From an optimization exercise on the open Yosys and OpenROAD flow, aimed at small area and a short achievable clock period; shortcuts taken in it are not production practice.
For this run, only the layout was checked, not whether the RTL still works.
Power figures rest on the tool's default switching activity, not on a simulated workload.

==> flow/design.v <==
module alu #(
    parameter INST_W = 4,
    parameter INT_W  = 6,
    parameter FRAC_W = 10,
    parameter DATA_W = INT_W + FRAC_W
)(
    input                      i_clk,
    input                      i_rst_n,
    input                      i_in_valid,
    output                     o_busy,
    input         [INST_W-1:0] i_inst,
    input  signed [DATA_W-1:0] i_data_a,
    input  signed [DATA_W-1:0] i_data_b,
    output                     o_out_valid,
    output        [DATA_W-1:0] o_data
);
    reg busy_r;      
    reg ovalid_r;
    always @(posedge i_clk or negedge i_rst_n) begin
        if (!i_rst_n) begin
            busy_r   <= 1'b0;
            ovalid_r <= 1'b0;
        end else begin
            busy_r   <= i_in_valid;
            ovalid_r <= busy_r;
        end
    end
    assign o_busy      = busy_r;
    assign o_out_valid = ovalid_r;
    wire [3:0]  op = i_inst;
    wire [15:0] a  = i_data_a;
    wire [15:0] b  = i_data_b;
    wire op_add = (op == 4'd0);
    wire op_sub = (op == 4'd1);
    wire op_mul = (op == 4'd2);
    wire op_acc = (op == 4'd3);
    wire op_sp  = (op == 4'd4);
    wire op_xor = (op == 4'd5);
    wire op_rs  = (op == 4'd6);
    wire op_lr  = (op == 4'd7);
    wire op_clz = (op == 4'd8);
    wire op_rm  = (op == 4'd9);
    wire a_neg   = a[15];
    wire a_hi    = ~a_neg & (|a[14:11]);           
    wire a_p0    = ~a_neg & ~(|a[14:11]);          
    wire a_m1    = a_neg & (&a[14:10]);            
    wire a_m2    = a_neg & (&a[14:11]) & ~a[10];   
    wire a_m3    = a_neg & (&a[14:12]) & ~a[11] & a[10];   
    wire sp_mid = a_p0 | a_m1 | a_m2 | a_m3;
    wire [16:0] ye = {b, 1'b0};
    wire [7:0]  b_one, b_two, b_neg;
    wire [7:0]  m_one, m_two, m_neg;
    wire [16:0] xe = {a[15], a};
    wire [16:0] xs = {a, 1'b0};
    genvar gi;
    generate for (gi = 0; gi < 8; gi = gi + 1) begin : g_benc
        assign b_one[gi] = ye[2*gi+1] ^ ye[2*gi];
        assign b_two[gi] = (ye[2*gi+2] & ~ye[2*gi+1] & ~ye[2*gi]) | (~ye[2*gi+2] & ye[2*gi+1] & ye[2*gi]);
        assign b_neg[gi] = ye[2*gi+2];
    end endgenerate
    wire [7:0] sp_one = {(a[15] ? (a[11] ? (a[10] ? 1'b1 : 1'b1) : 1'b0) : 1'b0), (a[15] ? (a[11] ? (a[10] ? 1'b1 : 1'b0) : 1'b0) : 1'b0), (a[15] ? (a[11] ? (a[10] ? 1'b1 : 1'b0) : 1'b1) : 1'b0), (a[15] ? (a[11] ? (a[10] ? 1'b1 : 1'b1) : 1'b0) : 1'b0), (a[15] ? (a[11] ? (a[10] ? 1'b1 : 1'b0) : 1'b0) : 1'b0), (a[15] ? (a[11] ? (a[10] ? 1'b1 : 1'b0) : 1'b1) : 1'b0), (a[15] ? (a[11] ? (a[10] ? 1'b1 : 1'b1) : 1'b0) : 1'b0), (a[15] ? (a[11] ? (a[10] ? 1'b1 : 1'b0) : 1'b1) : 1'b0)};
    wire [7:0] sp_two = {(a[15] ? (a[11] ? (a[10] ? 1'b0 : 1'b0) : 1'b0) : 1'b1), (a[15] ? (a[11] ? (a[10] ? 1'b0 : 1'b0) : 1'b1) : 1'b1), (a[15] ? (a[11] ? (a[10] ? 1'b0 : 1'b1) : 1'b0) : 1'b1), (a[15] ? (a[11] ? (a[10] ? 1'b0 : 1'b0) : 1'b0) : 1'b1), (a[15] ? (a[11] ? (a[10] ? 1'b0 : 1'b0) : 1'b1) : 1'b1), (a[15] ? (a[11] ? (a[10] ? 1'b0 : 1'b1) : 1'b0) : 1'b1), (a[15] ? (a[11] ? (a[10] ? 1'b0 : 1'b0) : 1'b0) : 1'b1), (a[15] ? (a[11] ? (a[10] ? 1'b0 : 1'b1) : 1'b0) : 1'b1)};
    wire [7:0] sp_neg = {(a[15] ? (a[11] ? (a[10] ? 1'b0 : 1'b0) : 1'b0) : 1'b0), (a[15] ? (a[11] ? (a[10] ? 1'b0 : 1'b0) : 1'b0) : 1'b0), (a[15] ? (a[11] ? (a[10] ? 1'b0 : 1'b1) : 1'b1) : 1'b0), (a[15] ? (a[11] ? (a[10] ? 1'b0 : 1'b0) : 1'b0) : 1'b0), (a[15] ? (a[11] ? (a[10] ? 1'b0 : 1'b0) : 1'b0) : 1'b0), (a[15] ? (a[11] ? (a[10] ? 1'b0 : 1'b1) : 1'b1) : 1'b0), (a[15] ? (a[11] ? (a[10] ? 1'b0 : 1'b0) : 1'b0) : 1'b0), (a[15] ? (a[11] ? (a[10] ? 1'b0 : 1'b1) : 1'b0) : 1'b0)};
    wire use_sp = op[2];
    assign m_one = use_sp ? sp_one : b_one;
    assign m_two = use_sp ? sp_two : b_two;
    assign m_neg = use_sp ? sp_neg : b_neg;
    wire [16:0] pp0 = ({17{m_one[0]}} & xe | {17{m_two[0]}} & xs) ^ {17{m_neg[0]}};
    wire [16:0] pp1 = ({17{m_one[1]}} & xe | {17{m_two[1]}} & xs) ^ {17{m_neg[1]}};
    wire [16:0] pp2 = ({17{m_one[2]}} & xe | {17{m_two[2]}} & xs) ^ {17{m_neg[2]}};
    wire [16:0] pp3 = ({17{m_one[3]}} & xe | {17{m_two[3]}} & xs) ^ {17{m_neg[3]}};
    wire [16:0] pp4 = ({17{m_one[4]}} & xe | {17{m_two[4]}} & xs) ^ {17{m_neg[4]}};
    wire [16:0] pp5 = ({17{m_one[5]}} & xe | {17{m_two[5]}} & xs) ^ {17{m_neg[5]}};
    wire [16:0] pp6 = ({17{m_one[6]}} & xe | {17{m_two[6]}} & xs) ^ {17{m_neg[6]}};
    wire [16:0] pp7 = ({17{m_one[7]}} & xe | {17{m_two[7]}} & xs) ^ {17{m_neg[7]}};
    wire fs1;
    wire fc2;
    wire fs3;
    wire fc4;
    wire fs5;
    wire fc6;
    wire fs7;
    wire fc8;
    wire fs9;
    wire fc10;
    wire fs11;
    wire fc12;
    wire hs13;
    wire hc14;
    wire fs15;
    wire fc16;
    wire fs17;
    wire fc18;
    wire fs19;
    wire fc20;
    wire fs21;
    wire fc22;
    wire fs23;
    wire fc24;
    wire fs25;
    wire fc26;
    wire fs27;
    wire fc28;
    wire fs29;
    wire fc30;
    wire fs31;
    wire fc32;
    wire fs33;
    wire fc34;
    wire fs35;
    wire fc36;
    wire hs37;
    wire hc38;
    wire fs39;
    wire fc40;
    wire fs41;
    wire fc42;
    wire hs43;
    wire hc44;
    wire fs45;
    wire fc46;
    wire fs47;
    wire fc48;
    wire fs49;
    wire fc50;
    wire hs51;
    wire hc52;
    wire fs53;
    wire fc54;
    wire hs55;
    wire hc56;
    wire hs57;
    wire hc58;
    wire hs59;
    wire hc60;
    wire fs61;
    wire fc62;
    wire hs63;
    wire hc64;
    wire fs65;
    wire fc66;
    wire fs67;
    wire fc68;
    wire fs69;
    wire fc70;
    wire fs71;
    wire fc72;
    wire fs73;
    wire fc74;
    wire fs75;
    wire fc76;
    wire fs77;
    wire fc78;
    wire fs79;
    wire fc80;
    wire fs81;
    wire fc82;
    wire fs83;
    wire fc84;
    wire fs85;
    wire fc86;
    wire fs87;
    wire fc88;
    wire fs89;
    wire fc90;
    wire fs91;
    wire fc92;
    wire fs93;
    wire fc94;
    wire fs95;
    wire fc96;
    wire fs97;
    wire fc98;
    wire fs99;
    wire fc100;
    wire fs101;
    wire fc102;
    wire fs103;
    wire fc104;
    wire fs105;
    wire fc106;
    wire fs107;
    wire fc108;
    wire fs109;
    wire fc110;
    wire fs111;
    wire fc112;
    wire fs113;
    wire fc114;
    wire fs115;
    wire fc116;
    wire fs117;
    wire fc118;
    wire fs119;
    wire fc120;
    wire fs121;
    wire fc122;
    wire fs123;
    wire fc124;
    wire fs125;
    wire fc126;
    wire hs127;
    wire hc128;
    wire fs129;
    wire fc130;
    wire hs131;
    wire hc132;
    wire hs133;
    wire hc134;
    wire hs135;
    wire hc136;
    wire fs137;
    wire fc138;
    wire fs139;
    wire fc140;
    wire fs141;
    wire fc142;
    wire fs143;
    wire fc144;
    wire fs145;
    wire fc146;
    wire fs147;
    wire fc148;
    wire fs149;
    wire fc150;
    wire fs151;
    wire fc152;
    wire fs153;
    wire fc154;
    wire fs155;
    wire fc156;
    wire fs157;
    wire fc158;
    wire fs159;
    wire fc160;
    wire fs161;
    wire fc162;
    wire fs163;
    wire fc164;
    wire fs165;
    wire fc166;
    wire fs167;
    wire fc168;
    wire fs169;
    wire fc170;
    wire fs171;
    wire fc172;
    wire fs173;
    wire fc174;
    wire fs175;
    wire fc176;
    wire fs177;
    wire fc178;
    wire fs179;
    wire fc180;
    wire hs181;
    wire hc182;
    wire hs183;
    wire hc184;
    wire fs185;
    wire fc186;
    wire fs187;
    wire fc188;
    wire fs189;
    wire fc190;
    wire fs191;
    wire fc192;
    wire fs193;
    wire fc194;
    wire fs195;
    wire fc196;
    wire fs197;
    wire fc198;
    wire fs199;
    wire fc200;
    wire fs201;
    wire fc202;
    wire fs203;
    wire fc204;
    wire fs205;
    wire fc206;
    wire fs207;
    wire fc208;
    wire fs209;
    wire fc210;
    wire fs211;
    wire fc212;
    wire fs213;
    wire fc214;
    wire fs215;
    wire fc216;
    wire fs217;
    wire fc218;
    wire fs219;
    wire fc220;
    wire fs221;
    wire fc222;
    wire fs223;
    wire fc224;
    wire fs225;
    wire fc226;
    wire fs227;
    wire fc228;
    wire fs229;
    wire fc230;
    wire fs231;
    wire fc232;
    wire fs233;
    wire fc234;
    wire hs235;
    wire hc236;
    wire kc9_0 = use_sp ? (a[15] ? (a[11] ? (a[10] ? 1'b0 : 1'b0) : 1'b0) : 1'b0) : 1'b1;
    wire kc10_0 = use_sp ? (a[15] ? (a[11] ? (a[10] ? 1'b0 : 1'b1) : 1'b1) : 1'b0) : 1'b0;
    wire kc11_0 = use_sp ? (a[15] ? (a[11] ? (a[10] ? 1'b1 : 1'b0) : 1'b1) : 1'b1) : 1'b0;
    wire kc12_0 = use_sp ? (a[15] ? (a[11] ? (a[10] ? 1'b0 : 1'b1) : 1'b0) : 1'b0) : 1'b0;
    wire kc13_0 = use_sp ? (a[15] ? (a[11] ? (a[10] ? 1'b1 : 1'b1) : 1'b1) : 1'b1) : 1'b0;
    wire kc13_1 = use_sp ? (a[15] ? (a[11] ? (a[10] ? 1'b0 : 1'b1) : 1'b1) : 1'b0) : 1'b0;
    wire kc15_0 = use_sp ? (a[15] ? (a[11] ? (a[10] ? 1'b0 : 1'b0) : 1'b1) : 1'b0) : 1'b0;
    wire kc16_0 = use_sp ? (a[15] ? (a[11] ? (a[10] ? 1'b0 : 1'b0) : 1'b0) : 1'b0) : 1'b1;
    wire kc17_0 = use_sp ? (a[15] ? (a[11] ? (a[10] ? 1'b1 : 1'b0) : 1'b0) : 1'b1) : 1'b1;
    wire kc18_0 = use_sp ? (a[15] ? (a[11] ? (a[10] ? 1'b1 : 1'b1) : 1'b0) : 1'b1) : 1'b0;
    wire kc19_0 = use_sp ? (a[15] ? (a[11] ? (a[10] ? 1'b0 : 1'b0) : 1'b0) : 1'b0) : 1'b1;
    wire kc20_0 = use_sp ? (a[15] ? (a[11] ? (a[10] ? 1'b1 : 1'b0) : 1'b0) : 1'b1) : 1'b0;
    wire kc21_0 = use_sp ? (a[15] ? (a[11] ? (a[10] ? 1'b0 : 1'b1) : 1'b0) : 1'b0) : 1'b1;
    wire kc22_0 = use_sp ? (a[15] ? (a[11] ? (a[10] ? 1'b1 : 1'b1) : 1'b0) : 1'b1) : 1'b0;
    wire kc23_0 = use_sp ? (a[15] ? (a[11] ? (a[10] ? 1'b0 : 1'b1) : 1'b0) : 1'b0) : 1'b1;
    wire kc24_0 = use_sp ? (a[15] ? (a[11] ? (a[10] ? 1'b1 : 1'b0) : 1'b0) : 1'b1) : 1'b0;
    wire kc25_0 = use_sp ? (a[15] ? (a[11] ? (a[10] ? 1'b0 : 1'b0) : 1'b0) : 1'b0) : 1'b1;
    wire kc26_0 = use_sp ? (a[15] ? (a[11] ? (a[10] ? 1'b1 : 1'b1) : 1'b1) : 1'b1) : 1'b0;
    assign fs1 = m_neg[5] ^ kc10_0 ^ pp0[10];
    assign fc2 = (m_neg[5] & kc10_0) | (m_neg[5] & pp0[10]) | (kc10_0 & pp0[10]);
    assign fs3 = kc11_0 ^ pp0[11] ^ pp1[9];
    assign fc4 = (kc11_0 & pp0[11]) | (kc11_0 & pp1[9]) | (pp0[11] & pp1[9]);
    assign fs5 = m_neg[6] ^ kc12_0 ^ pp0[12];
    assign fc6 = (m_neg[6] & kc12_0) | (m_neg[6] & pp0[12]) | (kc12_0 & pp0[12]);
    assign fs7 = pp1[10] ^ pp2[8] ^ pp3[6];
    assign fc8 = (pp1[10] & pp2[8]) | (pp1[10] & pp3[6]) | (pp2[8] & pp3[6]);
    assign fs9 = kc13_0 ^ kc13_1 ^ pp0[13];
    assign fc10 = (kc13_0 & kc13_1) | (kc13_0 & pp0[13]) | (kc13_1 & pp0[13]);
    assign fs11 = pp1[11] ^ pp2[9] ^ pp3[7];
    assign fc12 = (pp1[11] & pp2[9]) | (pp1[11] & pp3[7]) | (pp2[9] & pp3[7]);
    assign hs13 = pp4[5] ^ pp5[3];
    assign hc14 = pp4[5] & pp5[3];
    assign fs15 = m_neg[7] ^ pp0[14] ^ pp1[12];
    assign fc16 = (m_neg[7] & pp0[14]) | (m_neg[7] & pp1[12]) | (pp0[14] & pp1[12]);
    assign fs17 = pp2[10] ^ pp3[8] ^ pp4[6];
    assign fc18 = (pp2[10] & pp3[8]) | (pp2[10] & pp4[6]) | (pp3[8] & pp4[6]);
    assign fs19 = pp5[4] ^ pp6[2] ^ pp7[0];
    assign fc20 = (pp5[4] & pp6[2]) | (pp5[4] & pp7[0]) | (pp6[2] & pp7[0]);
    assign fs21 = kc15_0 ^ pp0[15] ^ pp1[13];
    assign fc22 = (kc15_0 & pp0[15]) | (kc15_0 & pp1[13]) | (pp0[15] & pp1[13]);
    assign fs23 = pp2[11] ^ pp3[9] ^ pp4[7];
    assign fc24 = (pp2[11] & pp3[9]) | (pp2[11] & pp4[7]) | (pp3[9] & pp4[7]);
    assign fs25 = pp5[5] ^ pp6[3] ^ pp7[1];
    assign fc26 = (pp5[5] & pp6[3]) | (pp5[5] & pp7[1]) | (pp6[3] & pp7[1]);
    assign fs27 = kc16_0 ^ pp1[14] ^ pp2[12];
    assign fc28 = (kc16_0 & pp1[14]) | (kc16_0 & pp2[12]) | (pp1[14] & pp2[12]);
    assign fs29 = pp3[10] ^ pp4[8] ^ pp5[6];
    assign fc30 = (pp3[10] & pp4[8]) | (pp3[10] & pp5[6]) | (pp4[8] & pp5[6]);
    assign fs31 = pp6[4] ^ pp7[2] ^ ~pp0[16];
    assign fc32 = (pp6[4] & pp7[2]) | (pp6[4] & ~pp0[16]) | (pp7[2] & ~pp0[16]);
    assign fs33 = kc17_0 ^ pp1[15] ^ pp2[13];
    assign fc34 = (kc17_0 & pp1[15]) | (kc17_0 & pp2[13]) | (pp1[15] & pp2[13]);
    assign fs35 = pp3[11] ^ pp4[9] ^ pp5[7];
    assign fc36 = (pp3[11] & pp4[9]) | (pp3[11] & pp5[7]) | (pp4[9] & pp5[7]);
    assign hs37 = pp6[5] ^ pp7[3];
    assign hc38 = pp6[5] & pp7[3];
    assign fs39 = kc18_0 ^ pp2[14] ^ pp3[12];
    assign fc40 = (kc18_0 & pp2[14]) | (kc18_0 & pp3[12]) | (pp2[14] & pp3[12]);
    assign fs41 = pp4[10] ^ pp5[8] ^ pp6[6];
    assign fc42 = (pp4[10] & pp5[8]) | (pp4[10] & pp6[6]) | (pp5[8] & pp6[6]);
    assign hs43 = pp7[4] ^ ~pp1[16];
    assign hc44 = pp7[4] & ~pp1[16];
    assign fs45 = kc19_0 ^ pp2[15] ^ pp3[13];
    assign fc46 = (kc19_0 & pp2[15]) | (kc19_0 & pp3[13]) | (pp2[15] & pp3[13]);
    assign fs47 = pp4[11] ^ pp5[9] ^ pp6[7];
    assign fc48 = (pp4[11] & pp5[9]) | (pp4[11] & pp6[7]) | (pp5[9] & pp6[7]);
    assign fs49 = kc20_0 ^ pp3[14] ^ pp4[12];
    assign fc50 = (kc20_0 & pp3[14]) | (kc20_0 & pp4[12]) | (pp3[14] & pp4[12]);
    assign hs51 = pp5[10] ^ pp6[8];
    assign hc52 = pp5[10] & pp6[8];
    assign fs53 = kc21_0 ^ pp3[15] ^ pp4[13];
    assign fc54 = (kc21_0 & pp3[15]) | (kc21_0 & pp4[13]) | (pp3[15] & pp4[13]);
    assign hs55 = kc22_0 ^ pp4[14];
    assign hc56 = kc22_0 & pp4[14];
    assign hs57 = m_neg[3] ^ pp0[6];
    assign hc58 = m_neg[3] & pp0[6];
    assign hs59 = pp0[7] ^ pp1[5];
    assign hc60 = pp0[7] & pp1[5];
    assign fs61 = m_neg[4] ^ pp0[8] ^ pp1[6];
    assign fc62 = (m_neg[4] & pp0[8]) | (m_neg[4] & pp1[6]) | (pp0[8] & pp1[6]);
    assign hs63 = pp2[4] ^ pp3[2];
    assign hc64 = pp2[4] & pp3[2];
    assign fs65 = kc9_0 ^ pp0[9] ^ pp1[7];
    assign fc66 = (kc9_0 & pp0[9]) | (kc9_0 & pp1[7]) | (pp0[9] & pp1[7]);
    assign fs67 = pp2[5] ^ pp3[3] ^ pp4[1];
    assign fc68 = (pp2[5] & pp3[3]) | (pp2[5] & pp4[1]) | (pp3[3] & pp4[1]);
    assign fs69 = pp1[8] ^ pp2[6] ^ pp3[4];
    assign fc70 = (pp1[8] & pp2[6]) | (pp1[8] & pp3[4]) | (pp2[6] & pp3[4]);
    assign fs71 = pp4[2] ^ pp5[0] ^ fs1;
    assign fc72 = (pp4[2] & pp5[0]) | (pp4[2] & fs1) | (pp5[0] & fs1);
    assign fs73 = pp2[7] ^ pp3[5] ^ pp4[3];
    assign fc74 = (pp2[7] & pp3[5]) | (pp2[7] & pp4[3]) | (pp3[5] & pp4[3]);
    assign fs75 = pp5[1] ^ fc2 ^ fs3;
    assign fc76 = (pp5[1] & fc2) | (pp5[1] & fs3) | (fc2 & fs3);
    assign fs77 = pp4[4] ^ pp5[2] ^ pp6[0];
    assign fc78 = (pp4[4] & pp5[2]) | (pp4[4] & pp6[0]) | (pp5[2] & pp6[0]);
    assign fs79 = fc4 ^ fs5 ^ fs7;
    assign fc80 = (fc4 & fs5) | (fc4 & fs7) | (fs5 & fs7);
    assign fs81 = pp6[1] ^ hs13 ^ fc6;
    assign fc82 = (pp6[1] & hs13) | (pp6[1] & fc6) | (hs13 & fc6);
    assign fs83 = fc8 ^ fs9 ^ fs11;
    assign fc84 = (fc8 & fs9) | (fc8 & fs11) | (fs9 & fs11);
    assign fs85 = hc14 ^ fc10 ^ fc12;
    assign fc86 = (hc14 & fc10) | (hc14 & fc12) | (fc10 & fc12);
    assign fs87 = fs15 ^ fs17 ^ fs19;
    assign fc88 = (fs15 & fs17) | (fs15 & fs19) | (fs17 & fs19);
    assign fs89 = fc16 ^ fc18 ^ fc20;
    assign fc90 = (fc16 & fc18) | (fc16 & fc20) | (fc18 & fc20);
    assign fs91 = fs21 ^ fs23 ^ fs25;
    assign fc92 = (fs21 & fs23) | (fs21 & fs25) | (fs23 & fs25);
    assign fs93 = fc22 ^ fc24 ^ fc26;
    assign fc94 = (fc22 & fc24) | (fc22 & fc26) | (fc24 & fc26);
    assign fs95 = fs27 ^ fs29 ^ fs31;
    assign fc96 = (fs27 & fs29) | (fs27 & fs31) | (fs29 & fs31);
    assign fs97 = hs37 ^ fc28 ^ fc30;
    assign fc98 = (hs37 & fc28) | (hs37 & fc30) | (fc28 & fc30);
    assign fs99 = fc32 ^ fs33 ^ fs35;
    assign fc100 = (fc32 & fs33) | (fc32 & fs35) | (fs33 & fs35);
    assign fs101 = hc38 ^ hs43 ^ fc34;
    assign fc102 = (hc38 & hs43) | (hc38 & fc34) | (hs43 & fc34);
    assign fs103 = fc36 ^ fs39 ^ fs41;
    assign fc104 = (fc36 & fs39) | (fc36 & fs41) | (fs39 & fs41);
    assign fs105 = pp7[5] ^ hc44 ^ fc40;
    assign fc106 = (pp7[5] & hc44) | (pp7[5] & fc40) | (hc44 & fc40);
    assign fs107 = fc42 ^ fs45 ^ fs47;
    assign fc108 = (fc42 & fs45) | (fc42 & fs47) | (fs45 & fs47);
    assign fs109 = pp7[6] ^ ~pp2[16] ^ hs51;
    assign fc110 = (pp7[6] & ~pp2[16]) | (pp7[6] & hs51) | (~pp2[16] & hs51);
    assign fs111 = fc46 ^ fc48 ^ fs49;
    assign fc112 = (fc46 & fc48) | (fc46 & fs49) | (fc48 & fs49);
    assign fs113 = pp5[11] ^ pp6[9] ^ pp7[7];
    assign fc114 = (pp5[11] & pp6[9]) | (pp5[11] & pp7[7]) | (pp6[9] & pp7[7]);
    assign fs115 = hc52 ^ fc50 ^ fs53;
    assign fc116 = (hc52 & fc50) | (hc52 & fs53) | (fc50 & fs53);
    assign fs117 = pp5[12] ^ pp6[10] ^ pp7[8];
    assign fc118 = (pp5[12] & pp6[10]) | (pp5[12] & pp7[8]) | (pp6[10] & pp7[8]);
    assign fs119 = ~pp3[16] ^ hs55 ^ fc54;
    assign fc120 = (~pp3[16] & hs55) | (~pp3[16] & fc54) | (hs55 & fc54);
    assign fs121 = kc23_0 ^ pp4[15] ^ pp5[13];
    assign fc122 = (kc23_0 & pp4[15]) | (kc23_0 & pp5[13]) | (pp4[15] & pp5[13]);
    assign fs123 = pp6[11] ^ pp7[9] ^ hc56;
    assign fc124 = (pp6[11] & pp7[9]) | (pp6[11] & hc56) | (pp7[9] & hc56);
    assign fs125 = kc24_0 ^ pp5[14] ^ pp6[12];
    assign fc126 = (kc24_0 & pp5[14]) | (kc24_0 & pp6[12]) | (pp5[14] & pp6[12]);
    assign hs127 = pp7[10] ^ ~pp4[16];
    assign hc128 = pp7[10] & ~pp4[16];
    assign fs129 = kc25_0 ^ pp5[15] ^ pp6[13];
    assign fc130 = (kc25_0 & pp5[15]) | (kc25_0 & pp6[13]) | (pp5[15] & pp6[13]);
    assign hs131 = kc26_0 ^ pp6[14];
    assign hc132 = kc26_0 & pp6[14];
    wire [15:0] x_d = a;
    wire [15:0] y_d = op_sub ? ~b :
                      op_lr  ? {b[15:4], 4'd0 - b[3:0]} :
                      op_sp  ? 16'd0 :
                      b;
    reg [15:0] x_r;
    reg [15:0] y_r;
    reg [3:0]  idx_r;
    reg [105:0] mr;
    reg s_acc_r, s_sum_r, s_cin_r, s_mul_r, s_sp_r, s_xor_r;
    reg s_rs_r, s_lr_r, s_clz_r, s_rm_r;
    always @(posedge i_clk) begin
        x_r        <= x_d;
        y_r        <= y_d;
        idx_r      <= a[3:0];
        mr         <= {~pp7[16], pp7[15], ~pp6[16], pp7[14], hc132, pp7[13], pp6[15], fc130, hs131, ~pp5[16], pp7[12], hc128, fc126, fs129, pp7[11], fc124, fc122, fs125, hs127, fc120, fc118, fs123, fs121, fc116, fc114, fs119, fs117, fc112, fc110, fs115, fs113, fc108, fc106, fs111, fs109, fc104, fc102, fs107, fs105, fc100, fc98, fs103, fs101, fc96, fc94, fs99, fs97, fc92, fc90, fs95, fs93, fc88, fc86, fs91, fs89, fc84, fc82, fs87, fs85, fc80, fc78, fs83, fs81, fc76, fc74, fs79, fs77, fc72, fc70, fs75, fs73, fc68, fc66, fs71, fs69, hc64, fc62, fs67, fs65, hc60, fs61, hs63, pp4[0], hc58, hs59, pp3[1], pp2[3], hs57, pp3[0], pp2[2], pp1[4], pp2[1], pp1[3], pp0[5], pp2[0], pp1[2], pp0[4], m_neg[2], pp1[1], pp0[3], pp1[0], pp0[2], m_neg[1], pp0[1], pp0[0], m_neg[0]};
        s_acc_r    <= op_acc;
        s_sum_r    <= op_add | op_sub | op_acc;
        s_cin_r    <= op_sub;
        s_mul_r    <= op_mul;
        s_sp_r     <= op_sp & sp_mid;
        s_xor_r    <= op_xor | (op_sp & a_hi);
        s_rs_r     <= op_rs;
        s_lr_r     <= op_lr;
        s_clz_r    <= op_clz;
        s_rm_r     <= op_rm;
    end
    wire [15:0] xa = x_r;
    reg  [19:0] acc [0:15];
    reg  [15:0] acc_v;
    wire [15:0] idx_dec = 16'd1 << idx_r;
    reg  [19:0] op1;
    integer k;
    always @(*) begin
        op1 = {20{~s_acc_r}} & {{4{x_r[15]}}, x_r};
        for (k = 0; k < 16; k = k + 1)
            op1 = op1 | ({20{s_acc_r & idx_dec[k] & acc_v[k]}} & acc[k]);
    end
    wire [15:0] slo = {1'b0, op1[14:0]} + {1'b0, y_r[14:0]} + {15'd0, s_cin_r};
    wire        c15 = slo[15];
    wire [4:0]  shi = op1[19:15] + {5{y_r[15]}};
    wire [4:0]  shi1 = shi + 5'd1;
    wire [19:0] sum = {c15 ? shi1 : shi, slo[14:0]};
    wire        sok0 = (shi == 5'd0)  | (shi == 5'd31);
    wire        sok1 = (shi == 5'd31) | (shi == 5'd30);
    wire        sum_ok = c15 ? sok1 : sok0;
    wire [15:0] sum_sat = sum_ok ? sum[15:0] : {sum[19], {15{~sum[19]}}};
    wire acc_we = busy_r & s_acc_r;
    always @(posedge i_clk or negedge i_rst_n) begin
        if (!i_rst_n)
            acc_v <= 16'd0;
        else if (acc_we)
            acc_v <= acc_v | idx_dec;
    end
    always @(posedge i_clk) begin
        for (k = 0; k < 16; k = k + 1)
            if (acc_we & idx_dec[k])
                acc[k] <= sum;
    end
    assign hs133 = mr[8] ^ mr[9];
    assign hc134 = mr[8] & mr[9];
    assign hs135 = mr[12] ^ mr[13];
    assign hc136 = mr[12] & mr[13];
    assign fs137 = mr[15] ^ mr[16] ^ mr[17];
    assign fc138 = (mr[15] & mr[16]) | (mr[15] & mr[17]) | (mr[16] & mr[17]);
    assign fs139 = mr[19] ^ mr[20] ^ mr[21];
    assign fc140 = (mr[19] & mr[20]) | (mr[19] & mr[21]) | (mr[20] & mr[21]);
    assign fs141 = mr[23] ^ mr[24] ^ mr[25];
    assign fc142 = (mr[23] & mr[24]) | (mr[23] & mr[25]) | (mr[24] & mr[25]);
    assign fs143 = mr[27] ^ mr[28] ^ mr[29];
    assign fc144 = (mr[27] & mr[28]) | (mr[27] & mr[29]) | (mr[28] & mr[29]);
    assign fs145 = mr[31] ^ mr[32] ^ mr[33];
    assign fc146 = (mr[31] & mr[32]) | (mr[31] & mr[33]) | (mr[32] & mr[33]);
    assign fs147 = mr[35] ^ mr[36] ^ mr[37];
    assign fc148 = (mr[35] & mr[36]) | (mr[35] & mr[37]) | (mr[36] & mr[37]);
    assign fs149 = mr[39] ^ mr[40] ^ mr[41];
    assign fc150 = (mr[39] & mr[40]) | (mr[39] & mr[41]) | (mr[40] & mr[41]);
    assign fs151 = mr[43] ^ mr[44] ^ mr[45];
    assign fc152 = (mr[43] & mr[44]) | (mr[43] & mr[45]) | (mr[44] & mr[45]);
    assign fs153 = mr[47] ^ mr[48] ^ mr[49];
    assign fc154 = (mr[47] & mr[48]) | (mr[47] & mr[49]) | (mr[48] & mr[49]);
    assign fs155 = mr[51] ^ mr[52] ^ mr[53];
    assign fc156 = (mr[51] & mr[52]) | (mr[51] & mr[53]) | (mr[52] & mr[53]);
    assign fs157 = mr[55] ^ mr[56] ^ mr[57];
    assign fc158 = (mr[55] & mr[56]) | (mr[55] & mr[57]) | (mr[56] & mr[57]);
    assign fs159 = mr[59] ^ mr[60] ^ mr[61];
    assign fc160 = (mr[59] & mr[60]) | (mr[59] & mr[61]) | (mr[60] & mr[61]);
    assign fs161 = mr[63] ^ mr[64] ^ mr[65];
    assign fc162 = (mr[63] & mr[64]) | (mr[63] & mr[65]) | (mr[64] & mr[65]);
    assign fs163 = mr[67] ^ mr[68] ^ mr[69];
    assign fc164 = (mr[67] & mr[68]) | (mr[67] & mr[69]) | (mr[68] & mr[69]);
    assign fs165 = mr[71] ^ mr[72] ^ mr[73];
    assign fc166 = (mr[71] & mr[72]) | (mr[71] & mr[73]) | (mr[72] & mr[73]);
    assign fs167 = mr[75] ^ mr[76] ^ mr[77];
    assign fc168 = (mr[75] & mr[76]) | (mr[75] & mr[77]) | (mr[76] & mr[77]);
    assign fs169 = mr[79] ^ mr[80] ^ mr[81];
    assign fc170 = (mr[79] & mr[80]) | (mr[79] & mr[81]) | (mr[80] & mr[81]);
    assign fs171 = mr[83] ^ mr[84] ^ mr[85];
    assign fc172 = (mr[83] & mr[84]) | (mr[83] & mr[85]) | (mr[84] & mr[85]);
    assign fs173 = mr[87] ^ mr[88] ^ mr[89];
    assign fc174 = (mr[87] & mr[88]) | (mr[87] & mr[89]) | (mr[88] & mr[89]);
    assign fs175 = mr[91] ^ mr[92] ^ mr[93];
    assign fc176 = (mr[91] & mr[92]) | (mr[91] & mr[93]) | (mr[92] & mr[93]);
    assign fs177 = mr[95] ^ mr[96] ^ mr[97];
    assign fc178 = (mr[95] & mr[96]) | (mr[95] & mr[97]) | (mr[96] & mr[97]);
    assign fs179 = 1'b1 ^ mr[99] ^ mr[100];
    assign fc180 = (1'b1 & mr[99]) | (1'b1 & mr[100]) | (mr[99] & mr[100]);
    assign hs181 = mr[3] ^ mr[4];
    assign hc182 = mr[3] & mr[4];
    assign hs183 = mr[6] ^ mr[7];
    assign hc184 = mr[6] & mr[7];
    assign fs185 = mr[10] ^ mr[11] ^ hs133;
    assign fc186 = (mr[10] & mr[11]) | (mr[10] & hs133) | (mr[11] & hs133);
    assign fs187 = mr[14] ^ hc134 ^ hs135;
    assign fc188 = (mr[14] & hc134) | (mr[14] & hs135) | (hc134 & hs135);
    assign fs189 = mr[18] ^ hc136 ^ fs137;
    assign fc190 = (mr[18] & hc136) | (mr[18] & fs137) | (hc136 & fs137);
    assign fs191 = mr[22] ^ fc138 ^ fs139;
    assign fc192 = (mr[22] & fc138) | (mr[22] & fs139) | (fc138 & fs139);
    assign fs193 = mr[26] ^ fc140 ^ fs141;
    assign fc194 = (mr[26] & fc140) | (mr[26] & fs141) | (fc140 & fs141);
    assign fs195 = mr[30] ^ fc142 ^ fs143;
    assign fc196 = (mr[30] & fc142) | (mr[30] & fs143) | (fc142 & fs143);
    assign fs197 = mr[34] ^ fc144 ^ fs145;
    assign fc198 = (mr[34] & fc144) | (mr[34] & fs145) | (fc144 & fs145);
    assign fs199 = mr[38] ^ fc146 ^ fs147;
    assign fc200 = (mr[38] & fc146) | (mr[38] & fs147) | (fc146 & fs147);
    assign fs201 = mr[42] ^ fc148 ^ fs149;
    assign fc202 = (mr[42] & fc148) | (mr[42] & fs149) | (fc148 & fs149);
    assign fs203 = mr[46] ^ fc150 ^ fs151;
    assign fc204 = (mr[46] & fc150) | (mr[46] & fs151) | (fc150 & fs151);
    assign fs205 = mr[50] ^ fc152 ^ fs153;
    assign fc206 = (mr[50] & fc152) | (mr[50] & fs153) | (fc152 & fs153);
    assign fs207 = mr[54] ^ fc154 ^ fs155;
    assign fc208 = (mr[54] & fc154) | (mr[54] & fs155) | (fc154 & fs155);
    assign fs209 = mr[58] ^ fc156 ^ fs157;
    assign fc210 = (mr[58] & fc156) | (mr[58] & fs157) | (fc156 & fs157);
    assign fs211 = mr[62] ^ fc158 ^ fs159;
    assign fc212 = (mr[62] & fc158) | (mr[62] & fs159) | (fc158 & fs159);
    assign fs213 = mr[66] ^ fc160 ^ fs161;
    assign fc214 = (mr[66] & fc160) | (mr[66] & fs161) | (fc160 & fs161);
    assign fs215 = mr[70] ^ fc162 ^ fs163;
    assign fc216 = (mr[70] & fc162) | (mr[70] & fs163) | (fc162 & fs163);
    assign fs217 = mr[74] ^ fc164 ^ fs165;
    assign fc218 = (mr[74] & fc164) | (mr[74] & fs165) | (fc164 & fs165);
    assign fs219 = mr[78] ^ fc166 ^ fs167;
    assign fc220 = (mr[78] & fc166) | (mr[78] & fs167) | (fc166 & fs167);
    assign fs221 = mr[82] ^ fc168 ^ fs169;
    assign fc222 = (mr[82] & fc168) | (mr[82] & fs169) | (fc168 & fs169);
    assign fs223 = mr[86] ^ fc170 ^ fs171;
    assign fc224 = (mr[86] & fc170) | (mr[86] & fs171) | (fc170 & fs171);
    assign fs225 = mr[90] ^ fc172 ^ fs173;
    assign fc226 = (mr[90] & fc172) | (mr[90] & fs173) | (fc172 & fs173);
    assign fs227 = mr[94] ^ fc174 ^ fs175;
    assign fc228 = (mr[94] & fc174) | (mr[94] & fs175) | (fc174 & fs175);
    assign fs229 = mr[98] ^ fc176 ^ fs177;
    assign fc230 = (mr[98] & fc176) | (mr[98] & fs177) | (fc176 & fs177);
    assign fs231 = mr[101] ^ fc178 ^ fs179;
    assign fc232 = (mr[101] & fc178) | (mr[101] & fs179) | (fc178 & fs179);
    assign fs233 = mr[102] ^ mr[103] ^ fc180;
    assign fc234 = (mr[102] & mr[103]) | (mr[102] & fc180) | (mr[103] & fc180);
    assign hs235 = 1'b1 ^ mr[104];
    assign hc236 = 1'b1 & mr[104];
    wire [31:0] pr_a = {1'b1, mr[105], hs235, fs233, fs231, fs229, fs227, fs225, fs223, fs221, fs219, fs217, fs215, fs213, fs211, fs209, fs207, fs205, fs203, fs201, fs199, fs197, fs195, fs193, fs191, fs189, fs187, fs185, hs183, mr[5], mr[2], mr[0]};
    wire [31:0] pr_b = {1'b0, hc236, fc234, fc232, fc230, fc228, fc226, fc224, fc222, fc220, fc218, fc216, fc214, fc212, fc210, fc208, fc206, fc204, fc202, fc200, fc198, fc196, fc194, fc192, fc190, fc188, fc186, hc184, hc182, hs181, 1'b0, mr[1]};
    wire [24:0] kg0 = pr_a[24:0] & pr_b[24:0];
    wire [24:0] kp0 = pr_a[24:0] ^ pr_b[24:0];
    wire [24:0] kg1, kp1;
    assign kg1[0:0] = kg0[0:0];
    assign kp1[0:0] = kp0[0:0];
    assign kg1[24:1] = kg0[24:1] | (kp0[24:1] & kg0[23:0]);
    assign kp1[24:1] = kp0[24:1] & kp0[23:0];
    wire [24:0] kg2, kp2;
    assign kg2[1:0] = kg1[1:0];
    assign kp2[1:0] = kp1[1:0];
    assign kg2[24:2] = kg1[24:2] | (kp1[24:2] & kg1[22:0]);
    assign kp2[24:2] = kp1[24:2] & kp1[22:0];
    wire [24:0] kg3, kp3;
    assign kg3[3:0] = kg2[3:0];
    assign kp3[3:0] = kp2[3:0];
    assign kg3[24:4] = kg2[24:4] | (kp2[24:4] & kg2[20:0]);
    assign kp3[24:4] = kp2[24:4] & kp2[20:0];
    wire [24:0] kg4, kp4;
    assign kg4[7:0] = kg3[7:0];
    assign kp4[7:0] = kp3[7:0];
    assign kg4[24:8] = kg3[24:8] | (kp3[24:8] & kg3[16:0]);
    assign kp4[24:8] = kp3[24:8] & kp3[16:0];
    wire [24:0] kg5, kp5;
    assign kg5[15:0] = kg4[15:0];
    assign kp5[15:0] = kp4[15:0];
    assign kg5[24:16] = kg4[24:16] | (kp4[24:16] & kg4[8:0]);
    assign kp5[24:16] = kp4[24:16] & kp4[8:0];
    wire [25:0] kc  = {kg5, 1'b0};             
    wire [25:0] lo  = {kc[25], kp0 ^ kc[24:0]};
    wire        c25 = lo[25];
    wire [6:0]  ha_ = pr_a[31:25], hb_ = pr_b[31:25];
    wire [6:0]  hx  = ha_ ^ hb_;
    wire        z0  = &(hx[6:1] ~^ (ha_[5:0] | hb_[5:0]));    
    wire        z1  = &(~hx[6:1] ~^ (ha_[5:0] & hb_[5:0]));   
    wire        ok0 = (z0 & ~hx[0]) | (z1 & hx[0]);           
    wire        ok1 = (z0 & hx[0]) | (z1 & ~hx[0]);           
    wire        mul_ok = c25 ? ok1 : ok0;
    wire        p25 = hx[0] ^ c25;
    wire        p26 = hx[1] ^ ((ha_[0] & hb_[0]) | (hx[0] & c25));
    wire        mul_sgn = xa[15] ^ y_r[15];    
    wire [15:0] sp_res  = {5'd0, p26, p25, lo[24:16]};    
    wire [31:0] rot2 = {xa, xa} >> y_r[3:0];
    wire [15:0] rot  = rot2[15:0];
    reg  [15:0] rs_res;
    integer j;
    always @(*) begin
        for (j = 0; j < 16; j = j + 1)
            rs_res[j] = (y_r[4] | (j + y_r[3:0] > 15)) ? xa[15] : rot[j];
    end
    reg [4:0] zcnt;
    always @(*) begin
        zcnt = 5'd0;
        for (j = 0; j < 16; j = j + 1)
            if (xa[j]) zcnt = 15 - j;
    end
    reg [12:0] match4;
    always @(*) begin
        for (j = 0; j < 13; j = j + 1)
            match4[j] = (xa[j+:4] == y_r[(15-j)-:4]);
    end
    wire [15:0] res_m = s_sp_r ? sp_res : {p25, lo[24:10]};
    wire [15:0] res_o = ({16{s_sum_r}} & sum_sat)
                      | ({16{s_mul_r}} & {mul_sgn, {15{~mul_sgn}}})
                      | ({16{s_xor_r}} & (xa ^ y_r))
                      | ({16{s_rs_r }} & rs_res)
                      | ({16{s_lr_r }} & rot)
                      | ({16{s_clz_r}} & {11'd0, zcnt})
                      | ({16{s_rm_r }} & {3'd0, match4});
    reg [15:0] odata_m, odata_o;
    reg        osel_m;
    always @(posedge i_clk) begin
        odata_m <= res_m;
        odata_o <= res_o;
        osel_m  <= s_sp_r | (s_mul_r & mul_ok);
    end
    assign o_data = osel_m ? odata_m : odata_o;
endmodule
==> flow/run.sh <==
#!/bin/bash
# synth_recipe.tcl (not shown) runs the flow's synth.tcl, then flattens the netlist and writes it again
# the make line also repeats each setting of config.mk as NAME=value (left out here)
make -C /OpenROAD-flow-scripts/flow DESIGN_CONFIG=/design/flow/config.mk WORK_HOME=/design/flow/orfs CLKGATE_MAP_FILE= SYNTH_SCRIPT=/design/flow/synth_recipe.tcl finish
==> flow/config.mk <==
export PLATFORM = sky130hd
export DESIGN_NAME = alu
export DESIGN_NICKNAME = alu
export VERILOG_FILES = /design/flow/design.v
export SDC_FILE = /design/flow/constraint.sdc
export NUM_CORES = 4
export LEC_CHECK = 0
export ABC_CLOCK_PERIOD_IN_PS = 3500
export CAP_MARGIN = 20
export CORE_MARGIN = 2
export CORE_UTILIZATION = 50
export CTS_BUF_LIST = sky130_fd_sc_hd__clkbuf_8
export SETUP_SLACK_MARGIN = 4.8
export SLEW_MARGIN = 20
==> flow/constraint.sdc <==
create_clock -name core_clock -period 8.5 [get_ports {i_clk}]
set_input_delay 1.7000 -clock core_clock [delete_from_list [all_inputs] [get_ports {i_clk}]]
set_output_delay 1.7000 -clock core_clock [all_outputs]
set_load 0.01 [all_outputs]
==> results.txt <==
[how the worst max path moves through the flow]
stage / startpoint / endpoint
CTS: idx_r[0] / acc[12][18]
detailed placement: idx_r[1] / odata_o[2]
global route: x_r[3] / acc[12][18]
global placement: idx_r[1] / odata_o[2]
floorplan: s_acc_r / acc[0][18]
finish: x_r[3] / odata_o[15]
[layer usage]
metal	global-route usage, %	vias to the layer above
li1	-	8615
met1	40.6	9952
met2	55.0	1089
met3	5.52	280
met4	15.3	0
met5	0	-
[final cells by class]
type / count / area [sq um] / area share, %
Inverter: 104 / 420 / 1.28
Tap cell: 688 / 861 / 2.61
Clock buffer: 99 / 1360 / 4.14
Sequential cell: 519 / 13700 / 41.6
Clock inverter: 55 / 323 / 0.980
Timing Repair Buffer: 254 / 2590 / 7.87
Antenna cell: 1 / 2.50 / 0.00760
Multi-Input combinational cell: 1462 / 13700 / 41.5
[cells by family after synthesis]
logic type                 synth area share [%]
adders and majority gates                  11.7
AOI/OAI and AO/OA                          14.8
and+or+nand+nor                            7.49
xor gates and xnor gates                   8.26
muxes                                      2.57
DFF                                        51.4
buffers and inverters                      3.84
[critical path, delay by kind of cell, from the launching register on]
kind / cells / cell delay [ns]
adder cells (fa/ha/maj): 1 / 0.29
AO/OA/AOI/OAI: 12 / 2.82
flip-flops: 1 / 0.39
AND/OR/NAND/NOR: 4 / 0.83
[stage by stage]
stage,cell area [sq um],hold slack [ns],cells
6_report,32900,0.464,3182
5_1_grt,32900,0.485,3182
4_1_cts,32300,0.460,3145
3_5_place_dp,28600,0.447,2872
3_3_place_gp,28500,0.443,2872
2_1_floorplan,27800,0.430,2241
[sequential cells by signal, indices dropped and copies added, names as in the netlist]
register,count
acc,320
mr,106
acc_v,16
odata_m,16
odata_o,16
y_r,16
x_r,13
idx_r,3
busy_r,1
osel_m,1
ovalid_r,1
s_acc_r,1
s_cin_r,1
s_clz_r,1
s_lr_r,1
s_mul_r,1
s_rm_r,1
s_rs_r,1
s_sp_r,1
s_sum_r,1
s_xor_r,1
[placed cells by master (no fill, tap or decap), types with 30 or more instances in the layout]
cell type | netlist | layout
nor3_1 | 54 | 31
xnor2_1 | 177 | 162
buf_6 | 1 | 35
a22oi_1 | 195 | 177
nand2_1 | 106 | 96
ha_1 | 84 | 72
edfxtp_1 | 320 | 320
mux2i_1 | 30 | 30
inv_1 | 95 | 121
a21oi_1 | 85 | 67
a22o_1 | 35 | 35
clkbuf_8 | 0 | 99
fa_1 | 103 | 84
dfxtp_1 | 181 | 172
buf_4 | 0 | 132
nor2_1 | 94 | 72
o21ai_0 | 49 | 35
xor2_1 | 71 | 60
[power breakdown]
part,internal [mW],switching [mW],total (mW),leakage (nW)
registers,3.09,0.168,3.26,4.64
logic,2.49,3.07,5.55,6.97
clock network,1.13,1.03,2.16,0.996
[timing repair]
item / in CTS / in global routing
setup buffers: 107 / 32
endpoints found under the setup margin: 448 / 339
resized for setup: 245 / 90
cloned: 12 / 4
hold endpoints to repair: 0 / 0
pin swaps: 79 / 43
==> flow_summary_export.csv <==
group,metric,value,unit
run_status,status,"timing/DRC/antenna clean",
final_layout,area_growth,23.7,%
worst_hold_path,hp-start,"acc_v[1]",
final_layout,fin_util,62.5,%
sta,max-slew-margin-rel,19.3,%
die,die_height,235,um
global_route,track_usage,32.5,%
sta,setup_viol,0,
sta,finalCriticalPeriod,4.40,ns
detailed_routing,antenna_left,0,
synth,async_reset_ff_share,3.47,%
critical_path,crit_type,"reg2reg",
detailed_routing,met3_length,7530,um
worst_hold_path,whs_path_depth,1,
sta,layout_setup_ws,4.10,ns
die,num_rows,84,
die,core-area,52700,sq um
critical_path,path_cells,"and3b_2, and3_4, a22o_1, a221oi_2, nand4_1, a211o_1, ha_1, nor2b_1, o21a_1, o21ai_2, a21oi_2, o2111ai_2, a21oi_2, o211a_4, o311a_4, o32ai_4, a221o_1",
sta,final.setup.tns,0,ns
critical_path,cpMaxStageDelayCell,"o311a_4",
sta,clock.fmax,228,MHz
critical_path,crit-reg2reg-launch,"x_r[3]",
placement,port_buffers,56,
worst_hold_path,min_to,"acc_v[1]",
flow_run,max_cap_viol_count,0,
synth,syn_avg_cell_area,11.9,sq um
critical_path,required,9.11,ns
detailed_routing,first_pass_iters,6,
synth,ys_types,72,
detailed_routing,wl_met2,44300,um
synth,syn_nets,2467,
placement,place_ws,2.74,ns
final_layout,num-fill-cells,4081,
die,dieArea,55100,sq um
placement,gp_congestion,0.909,
pwr,p_total,11.0,mW
global_route,grt_pass1_wl,133000,um
pwr,vdd_drop_max,0.000321,V
clocking,clockBufferDepth,3,
final_layout,fin_nets,2654,
pwr,powerDensity,333,nW/um^2
synth,synth_edf_count,320,
detailed_routing,drc,0,
final_layout,drive_above_1_share,26.0,%
synth,syn_inst,2241,
global_route,grt-ovfl-total,0,
synth,synth_most_common_cell,"edfxtp_1",
clocking,cts_buffers,87,
detailed_routing,drt-met1-wl,33900,um
critical_path,crit_fanout,7,
synth,ys.flop_type,"edfxtp_1",
clocking,cts.sinks,519,
clocking,worstSkewPairLatency,0.70,ns
critical_path,crit_path_end_kind,"flop",
clocking,htree_num_levels,3,
detailed_routing,vias,19900,
synth,yosysWarnings,2,
worst_hold_path,min_path_type,"reg2reg",
die,initial_core_util,50.6,%
clocking,root_buffer,"clkbuf_8",
detailed_routing,routed_via_density,6.27,
critical_path,crit_path_frequent_cell,"a21oi_2",
critical_path,reg2reg_to,"odata_o[15]",
detailed_routing,post_drt_wl_per_cell,28.5,um
clocking,clk_transition_reported_paths,0.06,ns
clocking,hold_buffers,0,
synth,yosysSeqAreaShare,51.4,%
detailed_routing,top_layer,"met4",
die,fp.dieW,235,um
sta,worst_slew_pin_slew,1.20,ns
critical_path,crit_path_start_kind,"flop",
sta,finalCritPeriodShare,51.7,%
pwr,p_leak,12.6,nW
synth,synth.area.top_cells,"edfxtp_1 36%, dfxtp_1 14%, fa_1 7.7%",
synth,netlist_area,26600,sq um
critical_path,worstPathArrival,5.00,ns
die,io_pins,57,
synth,synth_common_cells,"320 x edfxtp_1, 195 x a22oi_1, 181 x dfxtp_1",
clocking,cts_tree,"built",
critical_path,reg2reg_slack,4.10,ns
sta,slew_violations,0,
synth,synth_top_cell_area_share,36.1,%
global_route,antenna_found_initial,3,
synth,ys_seq_elements,519,
placement,place_hpwl,55400,um
global_route,grt_max_degree,35,
sta,clock_skew,0.0462,ns
critical_path,crit_path_max_incr_delay,0.42,ns
global_route,grt_pass1_vias,20300,
synth,synth_area_leader_cell,"edfxtp_1",
sta,rsz0062_at_grt,"yes",
sta,hold_viol,0,
critical_path,reg2reg_depth,17,
detailed_routing,drtIter0Drc,2055,
detailed_routing,routed_wl,90600,um

## afterwards: timing with drivers on the ports
Ports are ideal in the flow. The routed layout listed here was re-timed in OpenROAD.
Step 1: set_driving_cell puts a clkbuf_16 on i_clk and a buf_2 on each other input, an assumption about the parent block.
Step 2, shift: input delay + t, output delay - t, t = (earliest + latest rising clock arrival at the registers) / 2. This alone moves slack from input paths to output paths.
Three values: ideal, step 1, step 2; two values: the first two.
shift t [ns]: 0.737
setup slack, ns: 4.105 / 4.105 / 4.087
worst slew at a driven data input, ns: 0.04
cell pins on the clock port's net: 1
After both steps this run still meets setup and hold. For this run, drivers alone change the setup slack by 0.000 ns; drivers and shift together by -0.018 ns.
